This is an optimization exercise on Yosys and OpenROAD, whose aim is small area, not a production implementation. In this exercise RTL edits were held to simulation tests only and were not proved equivalent to the original. The clock cells of runs 5 to 7 come from the design's own scripts or RTL, not from TritonCTS. No driver is modelled on the clock port, so clock power and skew are understated where the tree is cut down; a real chip needs a root buffer or a tree. Power figures rest on the tool's default switching activity, not on a simulated workload.

### config.mk
export PLATFORM = sky130hd
export DESIGN_NAME = data_checker
export DESIGN_NICKNAME = data_checker
export VERILOG_FILES = /design/flow/design.v
export SDC_FILE = /design/flow/constraint.sdc
export NUM_CORES = 4
export LEC_CHECK = 0
export CAP_MARGIN = 20
export CORE_MARGIN = 2
export CORE_UTILIZATION = 40
export SLEW_MARGIN = 20
### constraint.sdc
create_clock -name core_clock -period 3.5 [get_ports {clock}]
set_input_delay 0.7000 -clock core_clock [delete_from_list [all_inputs] [get_ports {clock}]]
set_output_delay 0.7000 -clock core_clock [all_outputs]
set_load 0.01 [all_outputs]
### design.v
module data_checker
(
    input clock, resetn,
    output reg[19:0] ERRORS,
    output reg[ 9:0] SECONDS,
    input[255:0] AXIS_TDATA,
    input        AXIS_TVALID
);
    wire [15:0] bit_differs;
    genvar i, k;
    generate
        for (i = 0; i < 16; i = i + 1) begin : g_bit
            wire [15:0] column;
            for (k = 0; k < 16; k = k + 1) begin : g_lane
                assign column[k] = AXIS_TDATA[16*k + i];
            end
            assign bit_differs[i] = (|column) & ~(&column);
        end
    endgenerate
    wire error_beat = AXIS_TVALID & (|bit_differs);
    localparam [9:0] TIMER_INVERT = 10'b0101010101;
    localparam [9:0] TIMER_START  = 10'd1014 ^ TIMER_INVERT;
    reg  [9:0] second_timer;
    wire tick = ~|{second_timer[8], second_timer[6], second_timer[4], second_timer[2], second_timer[0]}
              & (&{second_timer[7], second_timer[5], second_timer[1]});
    always @(posedge clock) begin
        if (resetn == 0) begin
            ERRORS       <= 0;
            SECONDS      <= 0;
        end else begin
            ERRORS       <= ERRORS + error_beat;
            SECONDS      <= SECONDS + tick;
        end
        if (resetn == 0 || tick)
            second_timer <= TIMER_START;
        else
            second_timer <= {~second_timer[8:0], ~(second_timer[9] ^ second_timer[2])};
    end
endmodule
### flow/run.sh
#!/bin/bash
# Standard ORFS layout with two changes:
#  - after the standard synthesis, flow/remap.py replaces its combinational logic with a
#    hand-mapped netlist of the same function (the flip-flops are kept as synthesis made them);
#  - the port buffers are the smallest buffer (buf_1) rather than buffer_ports' default cell.
set -euo pipefail
export BUFFER_PORTS_ARGS="-buffer_cell sky130_fd_sc_hd__buf_1"
RES="$(pwd)/orfs/results/sky130hd/data_checker/base"
bash standard.sh "$RES/1_2_yosys.v" > standard_synth.log 2>&1
cp "$RES/1_2_yosys.v" standard_1_2_yosys.v
python3 flow/remap.py standard_1_2_yosys.v "$RES/1_2_yosys.v" > remap.log 2>&1
bash standard.sh finish > standard_finish.log 2>&1
### flow/remap.py
#!/usr/bin/env python3
"""Replace the combinational logic of the standard synthesis netlist of data_checker with a
hand-mapped sky130hd netlist of the same function. The flip-flops (instance names, cell types,
Q nets) are kept exactly as the standard synthesis made them; only their D inputs are rewired.

usage: remap.py STANDARD_NETLIST OUT_NETLIST
"""
import re
import sys

src = open(sys.argv[1]).read()

# ---- flip-flops of the standard synthesis ----------------------------------------------------
FF = re.compile(r"(sky130_fd_sc_hd__df\w+)\s+(\\\S+\s|\S+)\s*\(\s*\.CLK\(clock\),\s*"
                r"\.D\(([^)]*)\),\s*\.Q\(([^)]*)\)\s*\);")
flops = {}
for cell, name, d, q in FF.findall(src):
    key = q.strip().lstrip("\\").strip()
    flops[key] = (cell, name.strip(), q.strip())
want = ([f"ERRORS[{i}]" for i in range(20)] + [f"SECONDS[{i}]" for i in range(10)]
        + [f"second_timer[{i}]" for i in range(10)])
assert sorted(flops) == sorted(want), sorted(flops)
n_cells = len(re.findall(r"^\s*sky130_fd_sc_hd__\w+\s", src, re.M))
assert len(re.findall(r"sky130_fd_sc_hd__df", src)) == 40

# ---- netlist builder -------------------------------------------------------------------------
cells = []
wires = []
count = [0]

OUTPIN = {"xor2": "X", "and2": "X", "and3": "X", "and4": "X", "ha": None}


def gate(kind, **pins):
    """Instantiate sky130_fd_sc_hd__<kind>_1 with input pins; return its output net."""
    count[0] += 1
    n = count[0]
    out = f"n{n}"
    wires.append(out)
    opin = "X" if kind.split("_")[0] in ("xor2", "and2", "and3", "and4", "or2") else "Y"
    conns = ", ".join(f".{p}({v})" for p, v in pins.items())
    cell = kind if re.search(r"_\d+$", kind) else kind + "_1"
    cells.append(f"  sky130_fd_sc_hd__{cell} g{n} ({conns}, .{opin}({out}));")
    return out


def qnet(reg, i):
    q = flops[f"{reg}[{i}]"][2]
    return q + " " if q.startswith("\\") else q


D = {}

# ---- reset -------------------------------------------------------------------------------------
rst = gate("inv", A="resetn")

# ---- lane comparison ---------------------------------------------------------------------------
# For each bit position, the 16 lanes agree iff the bits are all 0 or all 1.
ne = []
for i in range(16):
    z, a = [], []
    for g in range(4):
        xs = {p: f"AXIS_TDATA[{16 * (4 * g + j) + i}]" for j, p in enumerate("ABCD")}
        z.append(gate("nor4", **xs))   # group all 0
        a.append(gate("nand4", **xs))  # group not all 1
    all1 = gate("nor4", A=a[0], B=a[1], C=a[2], D=a[3])
    ne.append(gate("a41oi", A1=z[0], A2=z[1], A3=z[2], A4=z[3], B1=all1))  # bit i differs
y = [gate("nor4", A=ne[4 * j], B=ne[4 * j + 1], C=ne[4 * j + 2], D=ne[4 * j + 3]) for j in range(4)]
any_diff = gate("nand4", A=y[0], B=y[1], C=y[2], D=y[3])
enb = gate("nand2", A="AXIS_TVALID", B=any_diff)  # not an error beat
en = gate("inv", A=enb)


def ripple(reg, bits, carry):
    """Counter bits whose increment ripples from carry = ('pos'|'neg', net)."""
    pol, net = carry
    for k, i in enumerate(bits):
        q = qnet(reg, i)
        x = gate("xor2", A=q, B=net) if pol == "neg" else gate("xnor2", A=q, B=net)
        D[(reg, i)] = gate("nor2", A=rst, B=x)  # !rst & (q ^ carry)
        if k + 1 < len(bits):
            if pol == "neg":
                pol, net = "pos", gate("nor2b", A=net, B_N=q)
            else:
                pol, net = "neg", gate("nand2", A=q, B=net)


# ---- ERRORS: blocks of 4 bits; each block's carry-in is en & (all lower bits 1) -------------------
E = [qnet("ERRORS", i) for i in range(20)]
ripple("ERRORS", range(0, 4), ("neg", enb))
G = gate("and4", A=E[0], B=E[1], C=E[2], D=E[3])
for b in range(1, 5):
    ripple("ERRORS", range(4 * b, 4 * b + 4), ("neg", gate("nand2", A=en, B=G)))
    if b < 4:
        h = gate("nand4", A=E[4 * b], B=E[4 * b + 1], C=E[4 * b + 2], D=E[4 * b + 3])
        G = gate("nor2b", A=h, B_N=G)

# ---- interval timer (see the RTL) ---------------------------------------------------------------
r = [qnet("second_timer", i) for i in range(10)]
TIMER_START = 1014 ^ 0b0101010101
g1 = gate("nor4", A=r[0], B=r[2], C=r[4], D=r[6])
h = gate("nand3", A=r[1], B=r[5], C=r[7])
tick = gate("nor3b", A=r[8], B=h, C_N=g1)
clrb = gate("nor2", A=rst, B=tick)
clr = gate("inv", A=clrb)
fbx = gate("xor2", A=r[9], B=r[2])
for i in range(10):
    prev = fbx if i == 0 else r[i - 1]   # next value when not cleared: !prev
    if (TIMER_START >> i) & 1:
        D[("second_timer", i)] = gate("nand2", A=clrb, B=prev)
    else:
        D[("second_timer", i)] = gate("nor2", A=clr, B=prev)

# ---- SECONDS: ripple from tick (clr equals tick whenever reset is not asserted) ---------------
ripple("SECONDS", range(10), ("neg", clrb))

# ---- write -------------------------------------------------------------------------------------
out = ["module data_checker(clock, resetn, ERRORS, SECONDS, AXIS_TDATA, AXIS_TVALID);",
       "  input clock;", "  input resetn;", "  output [19:0] ERRORS;", "  output [9:0] SECONDS;",
       "  input [255:0] AXIS_TDATA;", "  input AXIS_TVALID;",
       "  wire clock;", "  wire resetn;", "  wire [19:0] ERRORS;", "  wire [9:0] SECONDS;",
       "  wire [255:0] AXIS_TDATA;", "  wire AXIS_TVALID;"]
for i in range(10):
    out.append(f"  wire {flops[f'second_timer[{i}]'][2]} ;")
out += [f"  wire {w};" for w in wires]
out += cells
for key in want:
    cell, name, q = flops[key]
    reg, i = key[:-1].split("[")
    out.append(f"  {cell} {name} ( .CLK(clock), .D({D[(reg, int(i))]}), .Q({q} ) );")
out.append("endmodule")
open(sys.argv[2], "w").write("\n".join(out) + "\n")
print(f"remap: {n_cells} cells in the standard netlist, {len(cells) + 40} in the new one")
### standard.sh
#!/bin/bash
# synth_recipe.tcl (not shown) runs the flow's synth.tcl, then flattens the netlist and writes it again
# the make line also repeats each setting of config.mk as NAME=value (left out here)
make -C /OpenROAD-flow-scripts/flow DESIGN_CONFIG=/design/flow/config.mk WORK_HOME=/design/flow/orfs CLKGATE_MAP_FILE= SYNTH_SCRIPT=/design/flow/synth_recipe.tcl "${@:-finish}"
==> flow_metrics.env, run 1 <==
export IMPL_status="no timing/DRC/antenna violations"
export IMPL_p_sw_w=0.000314
export IMPL_start_util_pct=42.1
export IMPL_highest_layer="met4"
export IMPL_cp_cell_sequence="nor4_1 > nor3b_1 > nor2_1 > nor2b_1 > nand2_1 > nor2b_1 > nand2_1 > nor2b_1 > nand2_1 > nor2b_1 > nand2_1 > nor2b_1 > xnor2_1 > nor2_1"
export IMPL_ios=289
export IMPL_vdd_ir_drop_max_mv=0.228
export IMPL_place_gp_congestion=0.905
export IMPL_timing_hold_ws_ps=384
export IMPL_grt_pass1_wl_um=18900
export IMPL_min_delay_start="second_timer[3]"
export IMPL_critPathSlowestCell="dfxtp_1"
export IMPL_max_cap_viol_count=0
export IMPL_path_clk_slew_ps=90
export IMPL_worstPathRequired_ps=3700
export IMPL_drt_first_pass_iters=4
export IMPL_htree_levels=2
export IMPL_rsz0062_at_grt="false"
export IMPL_relSlewSlack_pct=63.0
export IMPL_slew_viol_final=0
export IMPL_cp_max_fo=8
export IMPL_n_fill_cell=612
export IMPL_cts_inserted_buffers=5
export IMPL_fin_util_pct=63.6
export IMPL_skew_ps=8.82
export IMPL_post_cts_buffers=0
export IMPL_crit_arrival_ps=2950
export IMPL_clockPowerShare_pct=32.0
export IMPL_combPwrFrac_pct=21.6
export IMPL_vias=4020
export IMPL_die_x_um=83.4
export IMPL_synth_avg_cell_area_um2=7.90
export IMPL_design_area_um2=3810
export IMPL_met2_length_um=6530
export IMPL_hold_path_depth=1
export IMPL_met3WireLength_um=944
export IMPL_min_period_ps=2750
export IMPL_finalCritPeriodShare_pct=78.6
export IMPL_place_area_um2=3700
export IMPL_area_growth_pct=51.2
export IMPL_synth_net_count=578
export IMPL_die_h_um=83.4
export IMPL_power_w=0.00104
export IMPL_ant_nets=0
export IMPL_drt_met1_wl_um=4630
export IMPL_slowest_delay_ps=350
export IMPL_place_hpwl_um=11200
export IMPL_swShare_pct=30.1
export IMPL_hold_path_class="reg -> reg"
export IMPL_clock_sinks=40
export IMPL_routed_wl_um=12700
export IMPL_cts_tree="built"
export IMPL_dieArea_um2=6950
export IMPL_row_count=28
export IMPL_power_leakage_nw=0.981
export IMPL_setup_viol=0
export IMPL_hold_viol=0
export IMPL_coreArea_um2=5990
export IMPL_path_common_cell="nor2b_1"
export IMPL_track_usage_pct=35.1
export IMPL_cts_resized_gates=0
export IMPL_synthesis_area_um2=2520
export IMPL_tightest_slew_ps=553
export IMPL_port_buffers=288
export IMPL_drc=0
export IMPL_grt_ovfl_total=0
export IMPL_p_int_w=0.000730
export IMPL_yosysWarningCount=1
export IMPL_finalNetCount=874
export IMPL_seqPwrFrac_pct=46.4
export IMPL_drive_gt1_share_pct=1.46
export IMPL_p_per_area_nw_per_um2=274
export IMPL_r2r_slack_ps=750
export IMPL_fmax_ghz=0.364
export IMPL_vias_per_cell=5.78
export IMPL_critPathKind="reg -> reg"
export IMPL_antenna_found_initial=3
export IMPL_wl_per_cell_um=18.3
export IMPL_cp_start_kind="flop"
export IMPL_drt_iter0_markers=175
export IMPL_clk_latency_ps=300
export IMPL_grt_max_degree=31
export IMPL_ctsLongestPathBuffers=2
export IMPL_setup_tns_final_ps=0
export IMPL_clock_tree_root_cell="clkbuf_8"
export IMPL_cts_hold_buf=0
export IMPL_r2r_start="second_timer[2]"
export IMPL_grt_pass1_vias=3891
export IMPL_crit_path_end_kind="flop"
export IMPL_syn_inst=319
export IMPL_reg2reg_depth=14
export IMPL_startpoint="second_timer[2]"
[final cells by class]
| type | count | area, um^2 | share of cell area (%) |
|---|---|---|---|
| Multi-Input combinational cell | 276 | 1710 | 44.8 |
| Timing Repair Buffer | 289 | 1090 | 28.6 |
| Sequential cell | 40 | 801 | 21.0 |
| Tap cell | 75 | 93.8 | 2.46 |
| Clock buffer | 6 | 82.6 | 2.17 |
| Clock inverter | 2 | 15.0 | 0.394 |
| Inverter | 3 | 11.3 | 0.295 |
| Antenna cell | 4 | 10.0 | 0.263 |
[sequential cells by signal, summed over array words and instances, names as in the netlist]
register      count
ERRORS           20
SECONDS          10
second_timer     10
[layout by cell type, fill, tap and decap left out, types with 2 or more instances in the layout]
master	n
a41oi_1	16
buf_1	288
clkbuf_8	6
clkinvlp_4	2
dfxtp_1	40
diode_2	4
inv_1	3
nand2_1	19
nand4_1	68
nor2_1	36
nor2b_1	18
nor4_1	85
xnor2_1	15
xor2_1	16
[power by group through the flow]
stage / Sequential, W / Combinational (W) / Clock (W)
CTS: 0.000484 / 0.000221 / 0.000337
global placement: 0.000495 / 0.000213 / 0
finish: 0.000484 / 0.000225 / 0.000334
detailed placement: 0.000495 / 0.000219 / 0
global route: 0.000487 / 0.000250 / 0.000362
floorplan: 0.000495 / 0.0000549 / 0
[metrics by stage]
step / instances / worst slack (ps)
floorplan: 319 / 543
global placement: 683 / 615
detailed placement: 683 / 577
CTS: 691 / 761
global route: 694 / 405
finish: 695 / 750
[critical path, delay by kind of cell (launching register included)]
family                    cells  cell delay (ps)
xor gates and xnor gates      1              130
and+or+nand+nor              13             2160
DFF                           1              350
[routing by layer]
metal	global-route usage [%]	vias up
met5	0	-
met4	18.9	0
met3	5.86	47
met2	64.9	222
met1	37.8	1827
li1	-	1924
[final timing paths]
check,to
worst min register to register,second_timer[4]
worst max-delay path,SECONDS[9]
worst max register to register,SECONDS[9]
worst min-delay path,second_timer[4]
==> run 2, diff against run 1 <==
--- a/flow/run.sh
+++ b/flow/run.sh
@@ -5,6 +5,7 @@
 #  - the port buffers are the smallest buffer (buf_1) rather than buffer_ports' default cell.
 set -euo pipefail
 export BUFFER_PORTS_ARGS="-buffer_cell sky130_fd_sc_hd__buf_1"
+export CTS_ARGS="-sink_clustering_enable -repair_clock_nets -buf_list sky130_fd_sc_hd__clkbuf_8 -root_buf sky130_fd_sc_hd__clkbuf_8 -sink_clustering_size 40 -sink_clustering_max_diameter 500 -dont_use_dummy_load"
 RES="$(pwd)/orfs/results/sky130hd/data_checker/base"
 bash standard.sh "$RES/1_2_yosys.v" > standard_synth.log 2>&1
 cp "$RES/1_2_yosys.v" standard_1_2_yosys.v
==> run 2 against run 1 <==
Via count barely moved. Still clean. First-iteration DRC count rose by 19%. Critical endpoint unchanged. Highest routed layer unchanged. Sequential share of layout area rose by 0.17 points. Worst hold slack barely moved. Critical path type unchanged. Total power fell by 5.1%. Non-clock buffer count did not move. Largest power group unchanged.
==> flow_metrics.env, run 2 <==
export IMPL_post_cts_buffers=0
export IMPL_pre_cts_ws_ps=577
export IMPL_cp_max_fo=8
export IMPL_yosysWarningCount=1
export IMPL_skew_ps=16.8
export IMPL_fmax_ghz=0.363
export IMPL_r2r_end="SECONDS[9]"
export IMPL_critPathSlowestCell="dfxtp_1"
export IMPL_grt_ovfl_total=0
export IMPL_setup_viol=0
export IMPL_dieArea_um2=6950
export IMPL_wl_per_cell_um=18.2
export IMPL_reg_largest_list="ERRORS: 20 flops, SECONDS: 10 flops, second_timer: 10 flops"
export IMPL_crit_path_end_kind="flop"
export IMPL_routed_wl_um=12600
export IMPL_cts_resized_gates=0
export IMPL_vdd_ir_drop_max_mv=0.179
export IMPL_clock_sinks=40
export IMPL_mostFrequentLayoutCells="288 x buf_1, 85 x nor4_1, 68 x nand4_1"
export IMPL_clock_tree_root_cell="clkbuf_8"
export IMPL_tightest_slew_ps=542
export IMPL_min_period_ps=2750
export IMPL_critPathKind="reg -> reg"
export IMPL_ctsLongestPathBuffers=2
export IMPL_synth_avg_cell_area_um2=7.90
export IMPL_cts_hold_buf=0
export IMPL_ant_nets=0
export IMPL_setup_worst_path_end="SECONDS[9]"
export IMPL_cts_tree="built"
export IMPL_largest_reg_flops=20
export IMPL_hold_path_class="reg -> reg"
export IMPL_track_usage_pct=35.1
export IMPL_row_count=28
export IMPL_vias=4018
export IMPL_drt_first_pass_iters=5
export IMPL_r2r_slack_ps=750
export IMPL_slew_viol_final=0
export IMPL_antenna_found_initial=3
export IMPL_power_leakage_nw=0.974
export IMPL_area_growth_pct=49.9
export IMPL_die_h_um=83.4
export IMPL_grt_max_degree=31
export IMPL_p_per_area_nw_per_um2=262
export IMPL_synthesis_area_um2=2520
export IMPL_die_x_um=83.4
export IMPL_crit_arrival_ps=2940
export IMPL_synth_net_count=578
export IMPL_cp_depth=14
export IMPL_drt_iter0_markers=209
export IMPL_place_gp_congestion=0.905
export IMPL_drc=0
export IMPL_path_common_cell="nor2b_1"
export IMPL_grt_pass1_wl_um=18900
export IMPL_place_hpwl_um=11200
export IMPL_coreArea_um2=5990
export IMPL_finalCritPeriodShare_pct=78.7
export IMPL_clk_latency_ps=300
export IMPL_cp_cell_sequence="nor4_1 > nor3b_1 > nor2_1 > nor2b_1 > nand2_1 > nor2b_1 > nand2_1 > nor2b_1 > nand2_1 > nor2b_1 > nand2_1 > nor2b_1 > xnor2_1 > nor2_1"
export IMPL_rsz0062_at_grt="false"
export IMPL_status="no timing/DRC/antenna violations"
export IMPL_drive_gt1_share_pct=0.979
export IMPL_hold_viol=0
export IMPL_r2r_start="second_timer[2]"
export IMPL_slowest_delay_ps=350
export IMPL_port_buffers=288
export IMPL_reg2reg_depth=14
export IMPL_syn_inst=319
export IMPL_vias_per_cell=5.81
export IMPL_cp_start_kind="flop"
export IMPL_cpLargestDelayFamily="simple AND/OR/NAND/NOR gates"
export IMPL_cts_inserted_buffers=5
export IMPL_path_clk_slew_ps=80
export IMPL_fin_ws_ps=747
export IMPL_finalNetCount=874
export IMPL_startpoint="second_timer[2]"
export IMPL_setup_tns_final_ps=0
export IMPL_ios=289
export IMPL_htree_levels=2
export IMPL_largest_register="ERRORS"
export IMPL_relSlewSlack_pct=63.8
export IMPL_path_buf_inv=0
export IMPL_grt_pass1_vias=3909
export IMPL_layout_commonest_cell="buf_1"
export IMPL_start_util_pct=42.1
export IMPL_worstPathRequired_ps=3690
export IMPL_max_cap_viol_count=0
run 2: worst min-delay path by stage:
stage / startpoint / end / slack (ps) / cells after the start
2_1_floorplan: second_timer[3] / second_timer[4] / 360 / 1
3_3_place_gp: second_timer[6] / second_timer[7] / 370 / 1
3_5_place_dp: second_timer[3] / second_timer[4] / 370 / 1
4_1_cts: second_timer[3] / second_timer[4] / 390 / 1
5_1_grt: second_timer[3] / second_timer[4] / 400 / 1
6_report: second_timer[3] / second_timer[4] / 380 / 1
run 2: cell type report:
| class | instances | area, um^2 |
|---|---|---|
| clock buffer | 5 | 68.8 |
| inverter | 3 | 11.3 |
| timing repair buffer | 289 | 1090 |
| tap | 75 | 93.8 |
| multi-input combinational | 276 | 1710 |
| fill | 620 | 2210 |
| sequential | 40 | 801 |
| antenna | 3 | 7.51 |
run 2: stage by stage:
stage	instances	power [W]	hold WS (ps)	utilization (%)	area (um^2)
after CTS	688	0.000988	385	63.0	3770
after floorplan	319	0.000550	363	-	2520
after global placement	683	0.000708	368	61.8	3700
final	691	0.000991	384	63.1	3780
after detailed placement	683	0.000714	374	61.8	3700
after global routing	691	0.00104	400	63.1	3780
run 2: report_power, final:
group          total [W]  switching (W)  internal, W
registers       0.000485      0.0000123     0.000472
clock network   0.000281       0.000153     0.000129
logic           0.000225       0.000127    0.0000982
total           0.000991       0.000292     0.000699
run 2: metal layers:
| layer | up-vias | track usage [%] | wire [um] |
|---|---|---|---|
| met5 | - | 0 | 0 |
| met4 | 0 | 18.9 | 561 |
| met3 | 42 | 5.86 | 955 |
| met2 | 216 | 64.8 | 6540 |
| met1 | 1841 | 37.9 | 4540 |
| li1 | 1919 | - | - |
run 2: worst register-to-register path, stage by stage (launching register included):
cell     delay, ps
dfxtp_1        350
nor4_1         280
nor3b_1        250
nor2_1         180
nor2b_1        260
nand2_1        120
nor2b_1        180
nand2_1        110
nor2b_1        190
nand2_1        110
nor2b_1        180
nand2_1        110
nor2b_1        140
xnor2_1        130
nor2_1          50
==> run 3, diff against run 2 <==
--- a/flow/run.sh
+++ b/flow/run.sh
@@ -1,8 +1,9 @@
 #!/bin/bash
-# Standard ORFS layout with two changes:
+# Standard ORFS layout with three changes:
 #  - after the standard synthesis, flow/remap.py replaces its combinational logic with a
 #    hand-mapped netlist of the same function (the flip-flops are kept as synthesis made them);
-#  - the port buffers are the smallest buffer (buf_1) rather than buffer_ports' default cell.
+#  - the port buffers are the smallest buffer (buf_1) rather than buffer_ports' default cell;
+#  - the clock tree uses clkbuf_8 only and no dummy loads.
 set -euo pipefail
 export BUFFER_PORTS_ARGS="-buffer_cell sky130_fd_sc_hd__buf_1"
 export CTS_ARGS="-sink_clustering_enable -repair_clock_nets -buf_list sky130_fd_sc_hd__clkbuf_8 -root_buf sky130_fd_sc_hd__clkbuf_8 -sink_clustering_size 40 -sink_clustering_max_diameter 500 -dont_use_dummy_load"
--- a/flow/remap.py
+++ b/flow/remap.py
@@ -85,15 +85,44 @@
                 pol, net = "neg", gate("nand2", A=q, B=net)
 
 
-# ---- ERRORS: blocks of 4 bits; each block's carry-in is en & (all lower bits 1) -------------------
+# ---- ERRORS: ripple blocks; each block's carry-in is en & (all lower bits 1) -------------------
 E = [qnet("ERRORS", i) for i in range(20)]
-ripple("ERRORS", range(0, 4), ("neg", enb))
-G = gate("and4", A=E[0], B=E[1], C=E[2], D=E[3])
-for b in range(1, 5):
-    ripple("ERRORS", range(4 * b, 4 * b + 4), ("neg", gate("nand2", A=en, B=G)))
-    if b < 4:
-        h = gate("nand4", A=E[4 * b], B=E[4 * b + 1], C=E[4 * b + 2], D=E[4 * b + 3])
-        G = gate("nor2b", A=h, B_N=G)
+BLOCKS = [6, 7, 7]
+
+
+def nands(bits):
+    """NAND gates over groups of at most 4 of bits: the bits are all 1 iff every output is 0."""
+    out = []
+    for j in range(0, len(bits), 4):
+        grp = bits[j:j + 4]
+        if len(grp) == 1:
+            out.append(gate("inv", A=grp[0]))
+        else:
+            kind = {2: "nand2", 3: "nand3", 4: "nand4"}[len(grp)]
+            out.append(gate(kind, **dict(zip("ABCD", grp))))
+    return out
+
+
+start = 0
+G = None  # all ERRORS bits below start are 1
+for b, size in enumerate(BLOCKS):
+    bits = list(range(start, start + size))
+    if G is None:
+        cin = ("neg", enb)
+    else:
+        cin = ("neg", gate("nand2", A=en, B=G))
+    ripple("ERRORS", bits, cin)
+    if b + 1 < len(BLOCKS):
+        hs = nands([E[i] for i in bits])
+        if G is None:
+            assert len(hs) == 2
+            G = gate("nor2", A=hs[0], B=hs[1])
+        elif len(hs) == 1:
+            G = gate("nor2b", A=hs[0], B_N=G)
+        else:
+            G = gate("nor3b", A=hs[0], B=hs[1], C_N=G)
+    start += size
+assert start == 20
 
 # ---- interval timer (see the RTL) ---------------------------------------------------------------
 r = [qnet("second_timer", i) for i in range(10)]
==> run 3 against run 2 <==
Cell count is 0.14% higher. Sequential share of layout area barely moved. Design area shrank 0.17%. Largest power group unchanged.
==> flow_metrics.env, run 3 <==
export IMPL_seqPwrFrac_pct=49.6
export IMPL_crit_path_end_kind="flop"
export IMPL_layout_commonest_cell="buf_1"
export IMPL_crit_arrival_ps=3010
export IMPL_min_period_ps=2830
export IMPL_r2r_slack_ps=930
export IMPL_power_w=0.000979
export IMPL_reg2reg_depth=14
export IMPL_cts_tree="built"
export IMPL_clock_sinks=40
export IMPL_power_leakage_nw=0.977
export IMPL_setup_tns_final_ps=0
export IMPL_wl_per_cell_um=17.7
export IMPL_setup_viol=0
export IMPL_cts_hold_buf=0
export IMPL_timing_hold_ws_ps=385
export IMPL_synthesis_area_um2=2500
export IMPL_ios=289
export IMPL_clockPowerShare_pct=27.5
export IMPL_largest_register="ERRORS"
export IMPL_hold_path_class="reg -> reg"
export IMPL_startpoint="AXIS_TDATA[64]"
export IMPL_die_h_um=83.1
export IMPL_start_util_pct=41.8
export IMPL_grt_busiest_layer="met2"
export IMPL_slew_viol_final=0
export IMPL_rsz0062_at_grt="false"
export IMPL_path_clk_slew_ps=70
export IMPL_synth_net_count=577
export IMPL_combPwrFrac_pct=22.9
export IMPL_largest_reg_flops=20
export IMPL_gr_usage_met1_pct=30.4
export IMPL_cp_max_fo=3
export IMPL_antenna_found_initial=4
export IMPL_globalRouteMet3Util_pct=5.96
export IMPL_dieArea_um2=6910
export IMPL_place_hpwl_um=10900
export IMPL_cts_resized_gates=0
export IMPL_track_usage_pct=34.5
export IMPL_vias=3993
export IMPL_grt_ovfl_total=0
export IMPL_area_growth_pct=50.6
export IMPL_grt_max_degree=31
export IMPL_die_x_um=83.1
export IMPL_htree_levels=2
export IMPL_cts_inserted_buffers=5
export IMPL_fin_util_pct=63.0
export IMPL_grt_pass1_wl_um=18600
export IMPL_syn_inst=318
export IMPL_post_cts_buffers=0
export IMPL_hold_path_depth=1
export IMPL_yosysWarningCount=1
export IMPL_ctsLongestPathBuffers=2
export IMPL_cp_start_kind="primary input"
export IMPL_ant_nets=0
export IMPL_status="no timing/DRC/antenna violations"
export IMPL_drt_iter0_markers=165
export IMPL_finalNetCount=874
export IMPL_swShare_pct=28.5
export IMPL_hold_viol=0
export IMPL_p_per_area_nw_per_um2=259
export IMPL_port_buffers=288
export IMPL_finalCritPeriodShare_pct=80.9
export IMPL_r2r_start="second_timer[2]"
export IMPL_p_int_w=0.000701
export IMPL_use_met2_pct=67.7
export IMPL_multi_input_area_um2=1690
export IMPL_row_count=28
export IMPL_reg_largest_list="ERRORS: 20 flops, SECONDS: 10 flops, second_timer: 10 flops"
export IMPL_drc=0
export IMPL_p_sw_w=0.000279
export IMPL_grt_pass1_vias=3988
export IMPL_skew_ps=10.9
export IMPL_tightest_slew_ps=469
export IMPL_routed_wl_um=12200
export IMPL_seqCellArea_um2=801
export IMPL_worstPathRequired_ps=3680
export IMPL_fmax_ghz=0.353
export IMPL_min_delay_start="second_timer[3]"
export IMPL_critPathKind="in -> reg"
export IMPL_clk_latency_ps=290
export IMPL_r2r_end="SECONDS[9]"
export IMPL_max_cap_viol_count=0
export IMPL_clock_tree_root_cell="clkbuf_8"
export IMPL_drt_first_pass_iters=6
export IMPL_drive_gt1_share_pct=1.14
export IMPL_vias_per_cell=5.77
export IMPL_relSlewSlack_pct=68.4
export IMPL_synth_avg_cell_area_um2=7.88
export IMPL_vdd_ir_drop_max_mv=0.156
export IMPL_n_fill_cell=615
export IMPL_coreArea_um2=5990
export IMPL_hold_end="second_timer[4]"
export IMPL_place_gp_congestion=0.924
export IMPL_mostFrequentLayoutCells="288 x buf_1, 85 x nor4_1, 67 x nand4_1"
## run 3: power by group through the flow
stage	clock [W]	combinational, W	sequential, W
floorplan	0	0.0000547	0.000496
global placement	0	0.000213	0.000495
detailed placement	0	0.000220	0.000495
CTS	0.000274	0.000221	0.000485
global route	0.000294	0.000250	0.000487
finish	0.000269	0.000224	0.000486
## run 3: routing by layer
metal | vias up | part of all wire, % | wire (um)
met1 | 1809 | 32 | 3940
met3 | 61 | 6.4 | 781
li1 | 1918 | - | -
met5 | - | 0 | 0
met4 | 0 | 7.1 | 869
met2 | 205 | 54 | 6650
## run 3: metrics by stage
| stage | instance area (um^2) | std cells | worst slack [ps] |
|---|---|---|---|
| 2_1_floorplan | 2500 | 318 | 543 |
| 3_3_place_gp | 3690 | 683 | 421 |
| 3_5_place_dp | 3690 | 683 | 371 |
| 4_1_cts | 3760 | 688 | 688 |
| 5_1_grt | 3770 | 692 | 282 |
| 6_report | 3770 | 692 | 668 |
## run 3: how the worst max path moves through the flow
| stage | to | slack, ps |
|---|---|---|
| 2_1_floorplan | SECONDS[9] | 540 |
| 3_3_place_gp | ERRORS[19] | 420 |
| 3_5_place_dp | ERRORS[12] | 370 |
| 4_1_cts | ERRORS[12] | 690 |
| 5_1_grt | ERRORS[12] | 280 |
| 6_report | ERRORS[12] | 670 |
## run 3: cell type report
class	instances	share of cell area (%)
diodes	4	0.265
clock buffers	5	1.82
inverters	3	0.298
multi-input cells	275	44.9
flip-flops and latches	40	21.2
well taps	75	2.49
repair buffers	290	29.0
## run 3: worst max-delay path, stage by stage
cell and delay [ps]:
buf_1 80, nor4_1 440, a41oi_1 200, nor4_1 440, nand4_1 150, nand2_1 150
inv_1 60, nand2_1 90, nor2b_1 70, nand2_1 110, nor2b_1 80, nand2_1 100
nor2b_1 70, nand2_1 80, xor2_1 140, nor2_1 50
==> run 4, diff against run 3 <==
==> flow/run.sh (replaced) <==
#!/bin/bash
# Standard ORFS layout with these changes:
#  - after the standard synthesis, flow/remap.py replaces its combinational logic with a
#    hand-mapped netlist of the same function (the flip-flops are kept as synthesis made them);
#  - the port buffers are the smallest buffer (buf_1) rather than buffer_ports' default cell;
#  - after CTS, flow/clock_tree.tcl replaces the clock tree with four buffers driven from the
#    clock port, one per cluster of flip-flops (the rest of the CTS step is kept).
set -euo pipefail
export BUFFER_PORTS_ARGS="-buffer_cell sky130_fd_sc_hd__buf_1"
export CTS_ARGS="-sink_clustering_enable -repair_clock_nets -buf_list sky130_fd_sc_hd__clkbuf_8 -root_buf sky130_fd_sc_hd__clkbuf_8 -sink_clustering_size 40 -sink_clustering_max_diameter 500 -dont_use_dummy_load"
RES="$(pwd)/orfs/results/sky130hd/data_checker/base"
bash standard.sh "$RES/1_2_yosys.v" > standard_synth.log 2>&1
cp "$RES/1_2_yosys.v" standard_1_2_yosys.v
python3 flow/remap.py standard_1_2_yosys.v "$RES/1_2_yosys.v" > remap.log 2>&1
bash standard.sh "$RES/4_1_cts.odb" > standard_to_cts.log 2>&1
cp "$RES/4_1_cts.odb" cts_standard.odb
IN_ODB=cts_standard.odb IN_SDC="$RES/4_cts.sdc" OUT_ODB="$RES/4_1_cts.odb" \
  PLATFORM_DIR="$FLOW_HOME/platforms/$FLOW_PLATFORM" NBUF=4 SLEW_TARGET=0.105 \
  openroad -no_init -exit flow/clock_tree.tcl > clock_tree.log 2>&1
bash standard.sh finish > standard_finish.log 2>&1
==> flow/clock_tree.tcl (new file) <==
set pdir $::env(PLATFORM_DIR)
read_lef $pdir/lef/sky130_fd_sc_hd.tlef
read_lef $pdir/lef/sky130_fd_sc_hd_merged.lef
read_liberty $pdir/lib/sky130_fd_sc_hd__tt_025C_1v80.lib
read_db $::env(IN_ODB)
read_sdc $::env(IN_SDC)
source $pdir/setRC.tcl
set block [ord::get_db_block]
set db [ord::get_db]
set clk [$block findNet clock]

set sinks {}
foreach inst [$block getInsts] {
  set it [$inst findITerm CLK]
  if {$it ne "NULL" && $it ne ""} { lappend sinks $it }
}
set old {}
foreach inst [$block getInsts] {
  set m [[$inst getMaster] getName]
  if {[regexp {clkbuf|clkinv} $m] || [regexp {^clkload} [$inst getName]]} { lappend old $inst }
}
foreach it $sinks { $it disconnect; $it connect $clk }
foreach inst $old {
  foreach it [$inst getITerms] {
    set n [$it getNet]
    $it disconnect
    if {$n ne "NULL" && $n ne "" && $n ne $clk && [llength [$n getITerms]] == 0 && [llength [$n getBTerms]] == 0} {
      odb::dbNet_destroy $n
    }
  }
  odb::dbInst_destroy $inst
}
puts "clock_tree: removed [llength $old] clock tree cells; [llength $sinks] sinks"

set k $::env(NBUF)
set pts {}
foreach it $sinks { set l [[$it getInst] getLocation]; lappend pts $l }
set xs [lsort -real -index 0 $pts]
set cent {}
for {set i 0} {$i < $k} {incr i} { lappend cent [lindex $xs [expr {int(($i + 0.5) * [llength $pts] / $k)}]] }
for {set iter 0} {$iter < 100} {incr iter} {
  set asg {}
  foreach p $pts {
    set best 0; set bd 1e30
    for {set i 0} {$i < $k} {incr i} {
      set c [lindex $cent $i]
      set d [expr {abs([lindex $p 0] - [lindex $c 0]) + abs([lindex $p 1] - [lindex $c 1])}]
      if {$d < $bd} { set bd $d; set best $i }
    }
    lappend asg $best
  }
  set nc {}
  for {set i 0} {$i < $k} {incr i} {
    set sx 0; set sy 0; set n 0
    foreach p $pts a $asg {
      if {$a == $i} { set sx [expr {$sx + [lindex $p 0]}]; set sy [expr {$sy + [lindex $p 1]}]; incr n }
    }
    if {$n == 0} { lappend nc [lindex $cent $i] } else { lappend nc [list [expr {$sx / $n}] [expr {$sy / $n}]] }
  }
  set cent $nc
}

set small [$db findMaster sky130_fd_sc_hd__clkbuf_4]
set big [$db findMaster sky130_fd_sc_hd__clkbuf_8]
set bufs {}
for {set i 0} {$i < $k} {incr i} {
  set net [odb::dbNet_create $block clknet_leaf_$i]
  $net setSigType CLOCK
  set buf [odb::dbInst_create $block $small clkbuf_leaf_$i]
  [$buf findITerm A] connect $clk
  [$buf findITerm X] connect $net
  set c [lindex $cent $i]
  $buf setLocation [expr {int([lindex $c 0])}] [expr {int([lindex $c 1])}]
  $buf setPlacementStatus PLACED
  set n 0
  foreach it $sinks a $asg { if {$a == $i} { $it disconnect; $it connect $net; incr n } }
  lappend bufs $buf
  puts "clock_tree: clkbuf_leaf_$i drives $n flip-flops"
}
$clk setSigType CLOCK

set_placement_padding -global -left 0 -right 0
detailed_placement
check_placement -verbose
set_propagated_clock [all_clocks]

proc leaf_slew {buf} {
  set worst 0
  foreach it [[[$buf findITerm X] getNet] getITerms] {
    if {[[$it getMTerm] getName] ne "CLK"} { continue }
    set p [get_pins [[$it getInst] getName]/CLK]
    set worst [expr {max($worst, [get_property $p slew_max])}]
  }
  return $worst
}
estimate_parasitics -placement
foreach buf $bufs {
  set s [leaf_slew $buf]
  if {$s > $::env(SLEW_TARGET)} {
    $buf swapMaster $big
    puts "clock_tree: [$buf getName] slew $s -> clkbuf_8"
  }
}
detailed_placement
check_placement -verbose
estimate_parasitics -placement
foreach buf $bufs { puts "clock_tree: [$buf getName] [[$buf getMaster] getName] slew [leaf_slew $buf]" }
report_clock_skew
report_worst_slack -max
report_worst_slack -min
write_db $::env(OUT_ODB)
--- a/flow/remap.py
+++ b/flow/remap.py
@@ -51,8 +51,9 @@
 
 D = {}
 
-# ---- reset -------------------------------------------------------------------------------------
-rst = gate("inv", A="resetn")
+# ---- reset: one inverter for ERRORS, one for SECONDS and the timer -------------------------------
+rst_e = gate("inv_2", A="resetn")
+rst_s = gate("inv_2", A="resetn")
 
 # ---- lane comparison ---------------------------------------------------------------------------
 # For each bit position, the 16 lanes agree iff the bits are all 0 or all 1.
@@ -71,7 +72,7 @@
 en = gate("inv", A=enb)
 
 
-def ripple(reg, bits, carry):
+def ripple(reg, bits, carry, rst):
     """Counter bits whose increment ripples from carry = ('pos'|'neg', net)."""
     pol, net = carry
     for k, i in enumerate(bits):
@@ -111,7 +112,7 @@
         cin = ("neg", enb)
     else:
         cin = ("neg", gate("nand2", A=en, B=G))
-    ripple("ERRORS", bits, cin)
+    ripple("ERRORS", bits, cin, rst_e)
     if b + 1 < len(BLOCKS):
         hs = nands([E[i] for i in bits])
         if G is None:
@@ -130,7 +131,7 @@
 g1 = gate("nor4", A=r[0], B=r[2], C=r[4], D=r[6])
 h = gate("nand3", A=r[1], B=r[5], C=r[7])
 tick = gate("nor3b", A=r[8], B=h, C_N=g1)
-clrb = gate("nor2", A=rst, B=tick)
+clrb = gate("nor2", A=rst_s, B=tick)
 clr = gate("inv", A=clrb)
 fbx = gate("xor2", A=r[9], B=r[2])
 for i in range(10):
@@ -141,7 +142,7 @@
         D[("second_timer", i)] = gate("nor2", A=clr, B=prev)
 
 # ---- SECONDS: ripple from tick (clr equals tick whenever reset is not asserted) ---------------
-ripple("SECONDS", range(10), ("neg", clrb))
+ripple("SECONDS", range(10), ("neg", clrb), rst_s)
 
 # ---- write -------------------------------------------------------------------------------------
 out = ["module data_checker(clock, resetn, ERRORS, SECONDS, AXIS_TDATA, AXIS_TVALID);",
--- a/config.mk
+++ b/config.mk
@@ -7,5 +7,5 @@
 export LEC_CHECK = 0
 export CAP_MARGIN = 20
 export CORE_MARGIN = 2
-export CORE_UTILIZATION = 40
+export CORE_UTILIZATION = 65
 export SLEW_MARGIN = 20
==> run 4 against run 3 <==
Synthesized area increased by 0.15%. Synthesized cell count increased by 0.31%. The run now fails in I/O pin placement (3_2_place_iop).
==> flow_metrics.env, run 4 <==
export IMPL_status="aborted with a tool error"
export IMPL_haltStage="I/O pin placement (3_2_place_iop)"
export IMPL_stop_error="[ERROR PPL-0024] Number of IO pins (289) exceeds maximum number of available positions (230). Increase the die perimeter from 264.50um to 393.04um."
export IMPL_synthesis_area_um2=2510
export IMPL_synth_avg_cell_area_um2=7.86
export IMPL_die_h_um=66.1
export IMPL_start_util_pct=68.0
export IMPL_synth_net_count=578
export IMPL_yosysWarningCount=1
export IMPL_row_count=22
export IMPL_die_x_um=66.1
export IMPL_syn_inst=319
==> run 5, diff against run 4 <==
--- a/config.mk
+++ b/config.mk
@@ -7,5 +7,5 @@
 export LEC_CHECK = 0
 export CAP_MARGIN = 20
 export CORE_MARGIN = 2
-export CORE_UTILIZATION = 65
+export CORE_UTILIZATION = 40
 export SLEW_MARGIN = 20
==> run 5 against run 4 <==
Now clean on timing, DRC and antenna. Synthesized area unchanged. Synthesized cell count stayed put.
==> flow_metrics.env, run 5 <==
export IMPL_status="no timing/DRC/antenna violations"
export IMPL_fmax_ghz=0.336
export IMPL_seqPwrFrac_pct=53.9
export IMPL_drt_met1_wl_um=3960
export IMPL_min_delay_start="second_timer[3]"
export IMPL_p_int_w=0.000649
export IMPL_timing_hold_ws_ps=386
export IMPL_r2r_start="second_timer[2]"
export IMPL_slew_viol_final=0
export IMPL_tightest_slew_ps=540
export IMPL_crit_arrival_ps=3010
export IMPL_start_util_pct=41.9
export IMPL_die_h_um=83.2
export IMPL_track_usage_pct=35.1
export IMPL_post_cts_buffers=0
export IMPL_highest_layer="met5"
export IMPL_synthesis_area_um2=2510
export IMPL_layout_commonest_cell="buf_1"
export IMPL_yosysWarningCount=1
export IMPL_wl_per_cell_um=18.2
export IMPL_met2_length_um=6430
export IMPL_drive_gt1_share_pct=0.982
export IMPL_ios=289
export IMPL_grt_max_degree=21
export IMPL_min_period_ps=2980
export IMPL_relSlewSlack_pct=63.6
export IMPL_ant_nets=0
export IMPL_drt_first_pass_iters=5
export IMPL_clk_latency_ps=150
export IMPL_crit_path_end_kind="flop"
export IMPL_hold_viol=0
export IMPL_clockPowerShare_pct=21.2
export IMPL_design_area_um2=3740
export IMPL_vias_per_cell=5.77
export IMPL_p_sw_w=0.000250
export IMPL_drt_iter0_markers=150
export IMPL_drc=0
export IMPL_die_x_um=83.2
export IMPL_place_gp_congestion=0.954
export IMPL_hold_path_class="reg -> reg"
export IMPL_n_fill_cell=629
export IMPL_dieArea_um2=6920
export IMPL_vias=3994
export IMPL_met3WireLength_um=1280
export IMPL_cts_hold_buf=0
export IMPL_rsz0062_at_grt="false"
export IMPL_row_count=28
export IMPL_cp_start_kind="primary input"
export IMPL_grt_pass1_vias=4042
export IMPL_cts_resized_gates=0
export IMPL_startpoint="AXIS_TDATA[64]"
export IMPL_antenna_found_initial=10
export IMPL_combPwrFrac_pct=24.9
export IMPL_skew_ps=11.2
export IMPL_reg_largest_list="ERRORS: 20 flops, SECONDS: 10 flops, second_timer: 10 flops"
export IMPL_setup_viol=0
export IMPL_p_per_area_nw_per_um2=240
export IMPL_cp_max_fo=3
export IMPL_max_cap_viol_count=0
export IMPL_worstPathRequired_ps=3530
export IMPL_power_w=0.000899
export IMPL_syn_inst=319
export IMPL_place_hpwl_um=11300
export IMPL_place_area_um2=3680
export IMPL_grt_pass1_wl_um=19000
export IMPL_routed_wl_um=12600
export IMPL_critPathKind="in -> reg"
export IMPL_finalCritPeriodShare_pct=85.1
export IMPL_largest_reg_flops=20
export IMPL_power_leakage_nw=0.958
export IMPL_synth_net_count=578
export IMPL_vdd_ir_drop_max_mv=0.214
export IMPL_largest_register="ERRORS"
export IMPL_coreArea_um2=5990
export IMPL_mostFrequentLayoutCells="288 x buf_1, 85 x nor4_1, 67 x nand4_1"
export IMPL_clock_sinks=40
export IMPL_synth_avg_cell_area_um2=7.86
export IMPL_grt_ovfl_total=0
export IMPL_setup_tns_final_ps=0
export IMPL_port_buffers=288
export IMPL_swShare_pct=27.8
export IMPL_finalNetCount=872
export IMPL_area_growth_pct=49.1
export IMPL_path_clk_slew_ps=80
run 5: cell type report:
cell class | count | area, um^2 | area share, %
multi-input cells | 275 | 1690 | 45.3
repair buffers | 288 | 1080 | 28.9
flip-flops and latches | 40 | 801 | 21.4
well taps | 75 | 93.8 | 2.51
plain buffers | 4 | 42.5 | 1.14
inverters | 4 | 15.0 | 0.401
diodes | 6 | 15.0 | 0.401
run 5: path summary, 6_finish.rpt:
path	end	slack, ps	cells after the start
min reg2reg	second_timer[4]	390	1
min	second_timer[4]	390	1
max reg2reg	SECONDS[9]	730	14
max	ERRORS[12]	520	16
run 5: stage by stage:
step / instances / utilization (%) / setup WS [ps]
CTS: 687 / 62.6 / 705
detailed placement: 682 / 61.5 / 410
finish: 692 / 62.4 / 520
global route: 689 / 62.3 / 251
floorplan: 319 / - / 1030
global placement: 682 / 61.5 / 475
run 5: power groups by stage:
stage | logic [W] | registers (W) | clock network (W)
floorplan | 0.0000549 | 0.000496 | 0
global placement | 0.000213 | 0.000494 | 0
detailed placement | 0.000219 | 0.000495 | 0
CTS | 0.000221 | 0.000484 | 0.000273
global route | 0.000250 | 0.000486 | 0.000212
finish | 0.000224 | 0.000484 | 0.000191
run 5: metal layers:
layer	track usage [%]	up-vias
met1	30.1	1776
met3	13.8	66
li1	-	1930
met4	24.0	14
met2	65.5	208
met5	0	-
run 5: critical path: stages:
cell	delay, ps
buf_1	80
nor4_1	440
a41oi_1	190
nor4_1	440
nand4_1	140
nand2_1	160
inv_1	70
nand2_1	90
nor2b_1	70
nand2_1	110
nor2b_1	80
nand2_1	100
nor2b_1	70
nand2_1	80
xor2_1	140
nor2_1	50
==> run 6, diff against run 5 <==
--- a/flow/remap.py
+++ b/flow/remap.py
@@ -69,7 +69,6 @@
 y = [gate("nor4", A=ne[4 * j], B=ne[4 * j + 1], C=ne[4 * j + 2], D=ne[4 * j + 3]) for j in range(4)]
 any_diff = gate("nand4", A=y[0], B=y[1], C=y[2], D=y[3])
 enb = gate("nand2", A="AXIS_TVALID", B=any_diff)  # not an error beat
-en = gate("inv", A=enb)
 
 
 def ripple(reg, bits, carry, rst):
@@ -86,44 +85,13 @@
                 pol, net = "neg", gate("nand2", A=q, B=net)
 
 
-# ---- ERRORS: ripple blocks; each block's carry-in is en & (all lower bits 1) -------------------
+# ---- ERRORS: two ripple blocks, bits 0..8 and 9..19; the second block's carry-in is
+# valid & any_diff & (bits 0..8 all 1) --------------------------------------------------------------
 E = [qnet("ERRORS", i) for i in range(20)]
-BLOCKS = [6, 7, 7]
-
-
-def nands(bits):
-    """NAND gates over groups of at most 4 of bits: the bits are all 1 iff every output is 0."""
-    out = []
-    for j in range(0, len(bits), 4):
-        grp = bits[j:j + 4]
-        if len(grp) == 1:
-            out.append(gate("inv", A=grp[0]))
-        else:
-            kind = {2: "nand2", 3: "nand3", 4: "nand4"}[len(grp)]
-            out.append(gate(kind, **dict(zip("ABCD", grp))))
-    return out
-
-
-start = 0
-G = None  # all ERRORS bits below start are 1
-for b, size in enumerate(BLOCKS):
-    bits = list(range(start, start + size))
-    if G is None:
-        cin = ("neg", enb)
-    else:
-        cin = ("neg", gate("nand2", A=en, B=G))
-    ripple("ERRORS", bits, cin, rst_e)
-    if b + 1 < len(BLOCKS):
-        hs = nands([E[i] for i in bits])
-        if G is None:
-            assert len(hs) == 2
-            G = gate("nor2", A=hs[0], B=hs[1])
-        elif len(hs) == 1:
-            G = gate("nor2b", A=hs[0], B_N=G)
-        else:
-            G = gate("nor3b", A=hs[0], B=hs[1], C_N=G)
-    start += size
-assert start == 20
+ripple("ERRORS", range(0, 9), ("neg", enb), rst_e)
+low_all1 = gate("nor3b", A=gate("nand4", A=E[0], B=E[1], C=E[2], D=E[3]),
+                B=gate("nand4", A=E[4], B=E[5], C=E[6], D=E[7]), C_N=E[8])
+ripple("ERRORS", range(9, 20), ("neg", gate("nand3", A="AXIS_TVALID", B=any_diff, C=low_all1)), rst_e)
 
 # ---- interval timer (see the RTL) ---------------------------------------------------------------
 r = [qnet("second_timer", i) for i in range(10)]
==> run 6 against run 5 <==
Still clean. Setup slack lost 240 ps. Design area shrank 0.50%. Fmax shrank 7.4%. Sequential power is essentially flat. Clock skew grew 2.7 ps. Die area shrank 0.58%. Synthesized area shrank 0.60%. Clock power shrank 6%. Sequential share of layout area grew 0.11 points. Critical endpoint is now ERRORS[19].
==> flow_metrics.env, run 6 <==
export IMPL_status="no timing/DRC/antenna violations"
export IMPL_crit_path_end_kind="flop"
export IMPL_vdd_ir_drop_max_mv=0.207
export IMPL_drive_gt1_share_pct=1.48
export IMPL_wl_per_cell_um=18.3
export IMPL_power_leakage_nw=0.961
export IMPL_row_count=28
export IMPL_cp_start_kind="primary input"
export IMPL_grt_max_degree=21
export IMPL_startpoint="AXIS_TDATA[52]"
export IMPL_vias_per_cell=5.77
export IMPL_antenna_found_initial=7
export IMPL_place_gp_congestion=1.00
export IMPL_relSlewSlack_pct=64.9
export IMPL_die_x_um=83.0
export IMPL_finalNetCount=869
export IMPL_worstPathRequired_ps=3540
export IMPL_synthesis_area_um2=2490
export IMPL_fin_ws_ps=283
export IMPL_setup_viol=0
export IMPL_mostFrequentLayoutCells="286 x buf_1, 85 x nor4_1, 67 x nand4_1"
export IMPL_ios=289
export IMPL_r2r_start="ERRORS[1]"
export IMPL_grt_pass1_vias=3813
export IMPL_port_buffers=288
export IMPL_crit_arrival_ps=3260
export IMPL_coreArea_um2=5960
export IMPL_track_usage_pct=34.2
export IMPL_grt_ovfl_total=0
export IMPL_reg_largest_list="ERRORS: 20 flops, SECONDS: 10 flops, second_timer: 10 flops"
export IMPL_cp_max_fo=2
export IMPL_min_delay_start="second_timer[3]"
export IMPL_post_cts_buffers=0
export IMPL_path_clk_slew_ps=90
export IMPL_p_per_area_nw_per_um2=239
export IMPL_largest_reg_flops=20
export IMPL_ant_nets=0
export IMPL_dieArea_um2=6880
export IMPL_yosysWarningCount=1
export IMPL_grt_pass1_wl_um=18300
export IMPL_syn_inst=315
export IMPL_clk_latency_ps=160
export IMPL_cts_hold_buf=0
export IMPL_n_fill_cell=634
export IMPL_drt_iter0_markers=142
export IMPL_finalCritPeriodShare_pct=91.9
export IMPL_fmax_ghz=0.311
export IMPL_area_growth_pct=49.3
export IMPL_clock_sinks=40
export IMPL_pre_cts_ws_ps=14.4
export IMPL_hold_viol=0
export IMPL_die_h_um=83.0
export IMPL_drt_first_pass_iters=5
export IMPL_hold_path_class="reg -> reg"
export IMPL_routed_wl_um=12500
export IMPL_rsz0062_at_grt="false"
export IMPL_layout_commonest_cell="buf_1"
export IMPL_tightest_slew_ps=524
export IMPL_critPathKind="in -> reg"
export IMPL_setup_tns_final_ps=0
export IMPL_min_period_ps=3220
export IMPL_synth_net_count=574
export IMPL_skew_ps=13.9
export IMPL_slew_viol_final=0
export IMPL_place_hpwl_um=11200
export IMPL_vias=3957
export IMPL_start_util_pct=41.9
export IMPL_synth_avg_cell_area_um2=7.92
export IMPL_drc=0
export IMPL_max_cap_viol_count=0
export IMPL_largest_register="ERRORS"
run 6: cell count changes in the layout (fill, tap and decap cells not counted), sizes merged:
cell and change:
clkbuf +2, inv -1, buf -1, nor2 -1, diode -3, nand2 -2
run 6: critical path, stage by stage:
cell and delay (ps):
clkbuf_2 160, nor4_1 70, buf_4 130, a41oi_1 150, nor4_1 100, nand4_1 120, nand3_1 120, nor2b_1 200
nand2_1 110, nor2b_1 180, nand2_1 120, nor2b_1 200, nand2_1 110, nor2b_1 200, nand2_1 110, nor2b_1 190
nand2_1 90, xor2_1 130, nor2_1 60
run 6: repair_timing:
action / in CTS / in global routing
setup endpoints to repair: 0 / 2
hold endpoints to repair: 0 / 0
resized for setup: 0 / 2
run 6: worst paths after layout:
kind | depth (start not counted) | end | slack [ps]
worst max-delay path | 19 | ERRORS[19] | 280
worst min-delay path | 1 | second_timer[4] | 390
worst max register to register | 15 | ERRORS[19] | 720
worst min register to register | 1 | second_timer[4] | 390
run 6: cell type report:
cell class                      instances  area (um^2)  area share [%]
Tap cell                               75         93.8            2.52
Multi-Input combinational cell        272         1680            45.2
Antenna cell                            3         7.51           0.202
Inverter                                3         11.3           0.303
Buffer                                  4         36.3           0.975
Timing Repair Buffer                  289         1090            29.3
Sequential cell                        40          801            21.5
run 6: metal layers:
layer / up-vias / routed length, um / track usage [%]
li1: 1907 / - / -
met1: 1759 / 4080 / 30.2
met2: 220 / 6160 / 64.0
met3: 63 / 1300 / 14.0
met4: 8 / 923 / 20.1
met5: - / 62 / 0
run 6: metrics by stage:
step                      hold WS (ps)  utilization, %  area, um^2  total power, W  cells
after floorplan                    363               -        2490        0.000550    315
after global placement             370            61.7        3680        0.000709    679
after detailed placement           380            61.7        3680        0.000715    679
after CTS                          384            62.9        3740        0.000984    684
after global routing               418            62.5        3720        0.000933    685
final                              395            62.5        3720        0.000891    686
run 6: power by group:
part           switching (W)  total (W)  internal [W]
Clock               0.000113   0.000180     0.0000674
Combinational       0.000127   0.000225     0.0000981
Sequential         0.0000135   0.000486      0.000472
==> run 7, diff against run 6 <==
--- a/flow/remap.py
+++ b/flow/remap.py
@@ -37,7 +37,8 @@
     n = count[0]
     out = f"n{n}"
     wires.append(out)
-    opin = "X" if kind.split("_")[0] in ("xor2", "and2", "and3", "and4", "or2") else "Y"
+    base = kind.split("_")[0]
+    opin = "X" if base.startswith(("and", "or", "xor", "buf")) else "Y"
     conns = ", ".join(f".{p}({v})" for p, v in pins.items())
     cell = kind if re.search(r"_\d+$", kind) else kind + "_1"
     cells.append(f"  sky130_fd_sc_hd__{cell} g{n} ({conns}, .{opin}({out}));")
@@ -85,22 +86,21 @@
                 pol, net = "neg", gate("nand2", A=q, B=net)
 
 
-# ---- ERRORS: two ripple blocks, bits 0..8 and 9..19; the second block's carry-in is
-# valid & any_diff & (bits 0..8 all 1) --------------------------------------------------------------
+# ---- ERRORS: two ripple blocks, bits 0..9 and 10..19; the second block's carry-in is
+# valid & any_diff & (bits 0..9 all 1) -------------------------------------------------------------
 E = [qnet("ERRORS", i) for i in range(20)]
-ripple("ERRORS", range(0, 9), ("neg", enb), rst_e)
-low_all1 = gate("nor3b", A=gate("nand4", A=E[0], B=E[1], C=E[2], D=E[3]),
-                B=gate("nand4", A=E[4], B=E[5], C=E[6], D=E[7]), C_N=E[8])
-ripple("ERRORS", range(9, 20), ("neg", gate("nand3", A="AXIS_TVALID", B=any_diff, C=low_all1)), rst_e)
+ripple("ERRORS", range(0, 10), ("neg", enb), rst_e)
+low_all1 = gate("nor3", A=gate("nand4", A=E[0], B=E[1], C=E[2], D=E[3]),
+                B=gate("nand4", A=E[4], B=E[5], C=E[6], D=E[7]), C=gate("nand2", A=E[8], B=E[9]))
+ripple("ERRORS", range(10, 20), ("neg", gate("nand3", A="AXIS_TVALID", B=any_diff, C=low_all1)), rst_e)
 
 # ---- interval timer (see the RTL) ---------------------------------------------------------------
 r = [qnet("second_timer", i) for i in range(10)]
 TIMER_START = 1014 ^ 0b0101010101
-g1 = gate("nor4", A=r[0], B=r[2], C=r[4], D=r[6])
-h = gate("nand3", A=r[1], B=r[5], C=r[7])
-tick = gate("nor3b", A=r[8], B=h, C_N=g1)
-clrb = gate("nor2", A=rst_s, B=tick)
-clr = gate("inv", A=clrb)
+# clr = reset or tick = !(resetn & (r0|r2|r4|r6 | r8 | !(r1&r5&r7)))
+clr = gate("o31ai", A1=gate("or4", A=r[0], B=r[2], C=r[4], D=r[6]), A2=r[8],
+           A3=gate("nand3", A=r[1], B=r[5], C=r[7]), B1="resetn")
+clrb = gate("inv", A=clr)
 fbx = gate("xor2", A=r[9], B=r[2])
 for i in range(10):
     prev = fbx if i == 0 else r[i - 1]   # next value when not cleared: !prev
==> run 7 against run 6 <==
Via count rose by 0.61%. Core utilization increased by 0.094 points. Synthesized cell count did not move. Highest routed layer unchanged.
==> flow_metrics.env, run 7 <==
export IMPL_cts_resized_gates=0
export IMPL_synthesis_area_um2=2490
export IMPL_slew_viol_final=0
export IMPL_wl_per_cell_um=17.9
export IMPL_design_area_um2=3750
export IMPL_post_cts_buffers=0
export IMPL_worstPathRequired_ps=3520
export IMPL_grt_max_degree=21
export IMPL_max_cap_viol_count=0
export IMPL_layout_commonest_cell="buf_1"
export IMPL_grt_ovfl_total=0
export IMPL_rsz0062_at_grt="false"
export IMPL_coreArea_um2=5990
export IMPL_power_w=0.000902
export IMPL_dp_cells=680
export IMPL_r2r_slack_ps=440
export IMPL_path_clk_slew_ps=90
export IMPL_critPathSlowestCell="nor4_1"
export IMPL_setup_tns_final_ps=0
export IMPL_drive_gt1_share_pct=1.31
export IMPL_relSlewSlack_pct=66.4
export IMPL_routed_wl_um=12400
export IMPL_die_h_um=83.0
export IMPL_drt_first_pass_iters=5
export IMPL_grt_pass1_wl_um=19000
export IMPL_startpoint="AXIS_TDATA[64]"
export IMPL_ios=289
export IMPL_place_hpwl_um=11100
export IMPL_crit_path_end_kind="flop"
export IMPL_cts_hold_buf=0
export IMPL_clk_latency_ps=160
export IMPL_synth_net_count=574
export IMPL_min_delay_start="second_timer[3]"
export IMPL_skew_ps=26.8
export IMPL_place_area_um2=3680
export IMPL_vias_per_cell=5.74
export IMPL_finalNetCount=870
export IMPL_slowest_delay_ps=480
export IMPL_r2r_end="SECONDS[9]"
export IMPL_status="no timing/DRC/antenna violations"
export IMPL_drc=0
export IMPL_track_usage_pct=35.1
export IMPL_r2r_start="second_timer[2]"
export IMPL_hold_path_class="reg -> reg"
export IMPL_mostFrequentLayoutCells="288 x buf_1, 84 x nor4_1, 67 x nand4_1"
export IMPL_reg2reg_depth=14
export IMPL_cp_start_kind="primary input"
export IMPL_dieArea_um2=6880
export IMPL_synth_avg_cell_area_um2=7.92
export IMPL_seqCellArea_um2=801
export IMPL_multi_input_area_um2=1680
export IMPL_vias=3981
export IMPL_n_fill_cell=635
export IMPL_largest_reg_flops=20
export IMPL_ant_nets=0
export IMPL_place_gp_congestion=0.885
export IMPL_start_util_pct=41.6
export IMPL_critPathKind="in -> reg"
export IMPL_row_count=28
export IMPL_cp_max_fo=2
export IMPL_hold_viol=0
export IMPL_cp_cell_sequence="buf_1 > nor4_1 > a41oi_1 > nor4_1 > nand4_1 > nand2_1 > nor2b_1 > nand2_1 > nor2b_1 > nand2_1 > nor2b_1 > nand2_1 > nor2b_1 > nand2_1 > nor2b_1 > xnor2_1 > nor2_1"
export IMPL_fmax_ghz=0.307
export IMPL_vdd_ir_drop_max_mv=0.183
export IMPL_antenna_found_initial=10
export IMPL_yosysWarningCount=1
export IMPL_reg_largest_list="ERRORS: 20 flops, SECONDS: 10 flops, second_timer: 10 flops"
export IMPL_clock_sinks=40
export IMPL_drt_iter0_markers=151
export IMPL_syn_inst=315
export IMPL_min_period_ps=3250
export IMPL_largest_register="ERRORS"
export IMPL_area_growth_pct=50.3
export IMPL_stdcell_count=693
export IMPL_grt_pass1_vias=3906
export IMPL_die_x_um=83.0
export IMPL_setup_viol=0
export IMPL_tightest_slew_ps=499
export IMPL_port_buffers=288
export IMPL_setup_worst_path_end="ERRORS[9]"
export IMPL_power_leakage_nw=0.960
export IMPL_p_per_area_nw_per_um2=241
export IMPL_crit_arrival_ps=3270
export IMPL_finalCritPeriodShare_pct=92.9
-- run 7: layer usage --
| layer | track usage [%] | wire (um) | vias up |
|---|---|---|---|
| li1 | - | - | 1925 |
| met1 | 31.5 | 3860 | 1776 |
| met2 | 65.7 | 6620 | 219 |
| met3 | 10.8 | 1110 | 55 |
| met4 | 25.2 | 731 | 6 |
| met5 | 0 | 41 | - |
-- run 7: power breakdown --
group          leakage (nW)  switching, W  internal (W)
clock                0.0236      0.000113     0.0000795
combinational         0.611      0.000123      0.000100
sequential            0.325     0.0000131      0.000472
total                 0.960      0.000250      0.000652
-- run 7: worst min path at each step --
stage               cells after the start         endpoint  slack (ps)
floorplan                               1  second_timer[7]         360
global placement                        1  second_timer[4]         370
detailed placement                      1  second_timer[1]         370
CTS                                     1  second_timer[9]         380
global route                            1  second_timer[1]         410
finish                                  1  second_timer[4]         390
-- run 7: area by class of cell --
class	instances	area share, %
Buffer	4	1.13
Multi-Input combinational cell	272	44.9
Sequential cell	40	21.4
Tap cell	75	2.50
Antenna cell	9	0.601
Inverter	3	0.300
Timing Repair Buffer	290	29.2
-- run 7: critical path: cells and delay by family --
family | cells | cell delay (ps)
AO/OA/AOI/OAI | 1 | 210
XOR/XNOR | 1 | 130
AND/OR/NAND/NOR | 14 | 2140
buffers and inverters | 1 | 90
-- run 7: through the flow --
| stage | worst slack [ps] | utilization (%) | hold slack, ps |
|---|---|---|---|
| 4_1_cts | 403 | 62.7 | 384 |
| 5_1_grt | 23.6 | 62.5 | 409 |
| 2_1_floorplan | 481 | - | 361 |
| 6_report | 247 | 62.6 | 385 |
| 3_3_place_gp | 79.1 | 61.5 | 369 |
| 3_5_place_dp | 92.7 | 61.5 | 374 |

[separate check: timing with driven ports]
How much do the figures lean on ideal ports? The routed layouts below were timed once more, with nothing changed but the port constraints. Step 1: set_driving_cell puts a clkbuf_16 on clock and a buf_2 on each other input, an assumption about the parent block. Step 2 adds t to the input delays and takes it off the output delays; t is the mean of the earliest and latest rising clock arrival at the registers after step 1. Input paths then give back, and output paths get back, about the clock's delay inside the block. Slacks: ideal ports / drivers / drivers and shift; pairs: ideal ports / drivers.
run	t (ns)	setup WS [ns]	cell pins on the clock port's net
run 1	0.327	0.750 / 0.750 / 0.524	1
run 2	0.319	0.747 / 0.747 / 0.543	1
run 3	0.312	0.668 / 0.652 / 0.340	1
run 5	0.191	0.520 / 0.540 / 0.349	4
run 6	0.192	0.283 / 0.289 / 0.097	4
run 7	0.198	0.247 / 0.277 / 0.080	4
After both steps setup and hold are still met in every run listed. The setup slack of run 3, which loses most, moves by -0.016 ns with the drivers and by -0.328 ns with both steps.
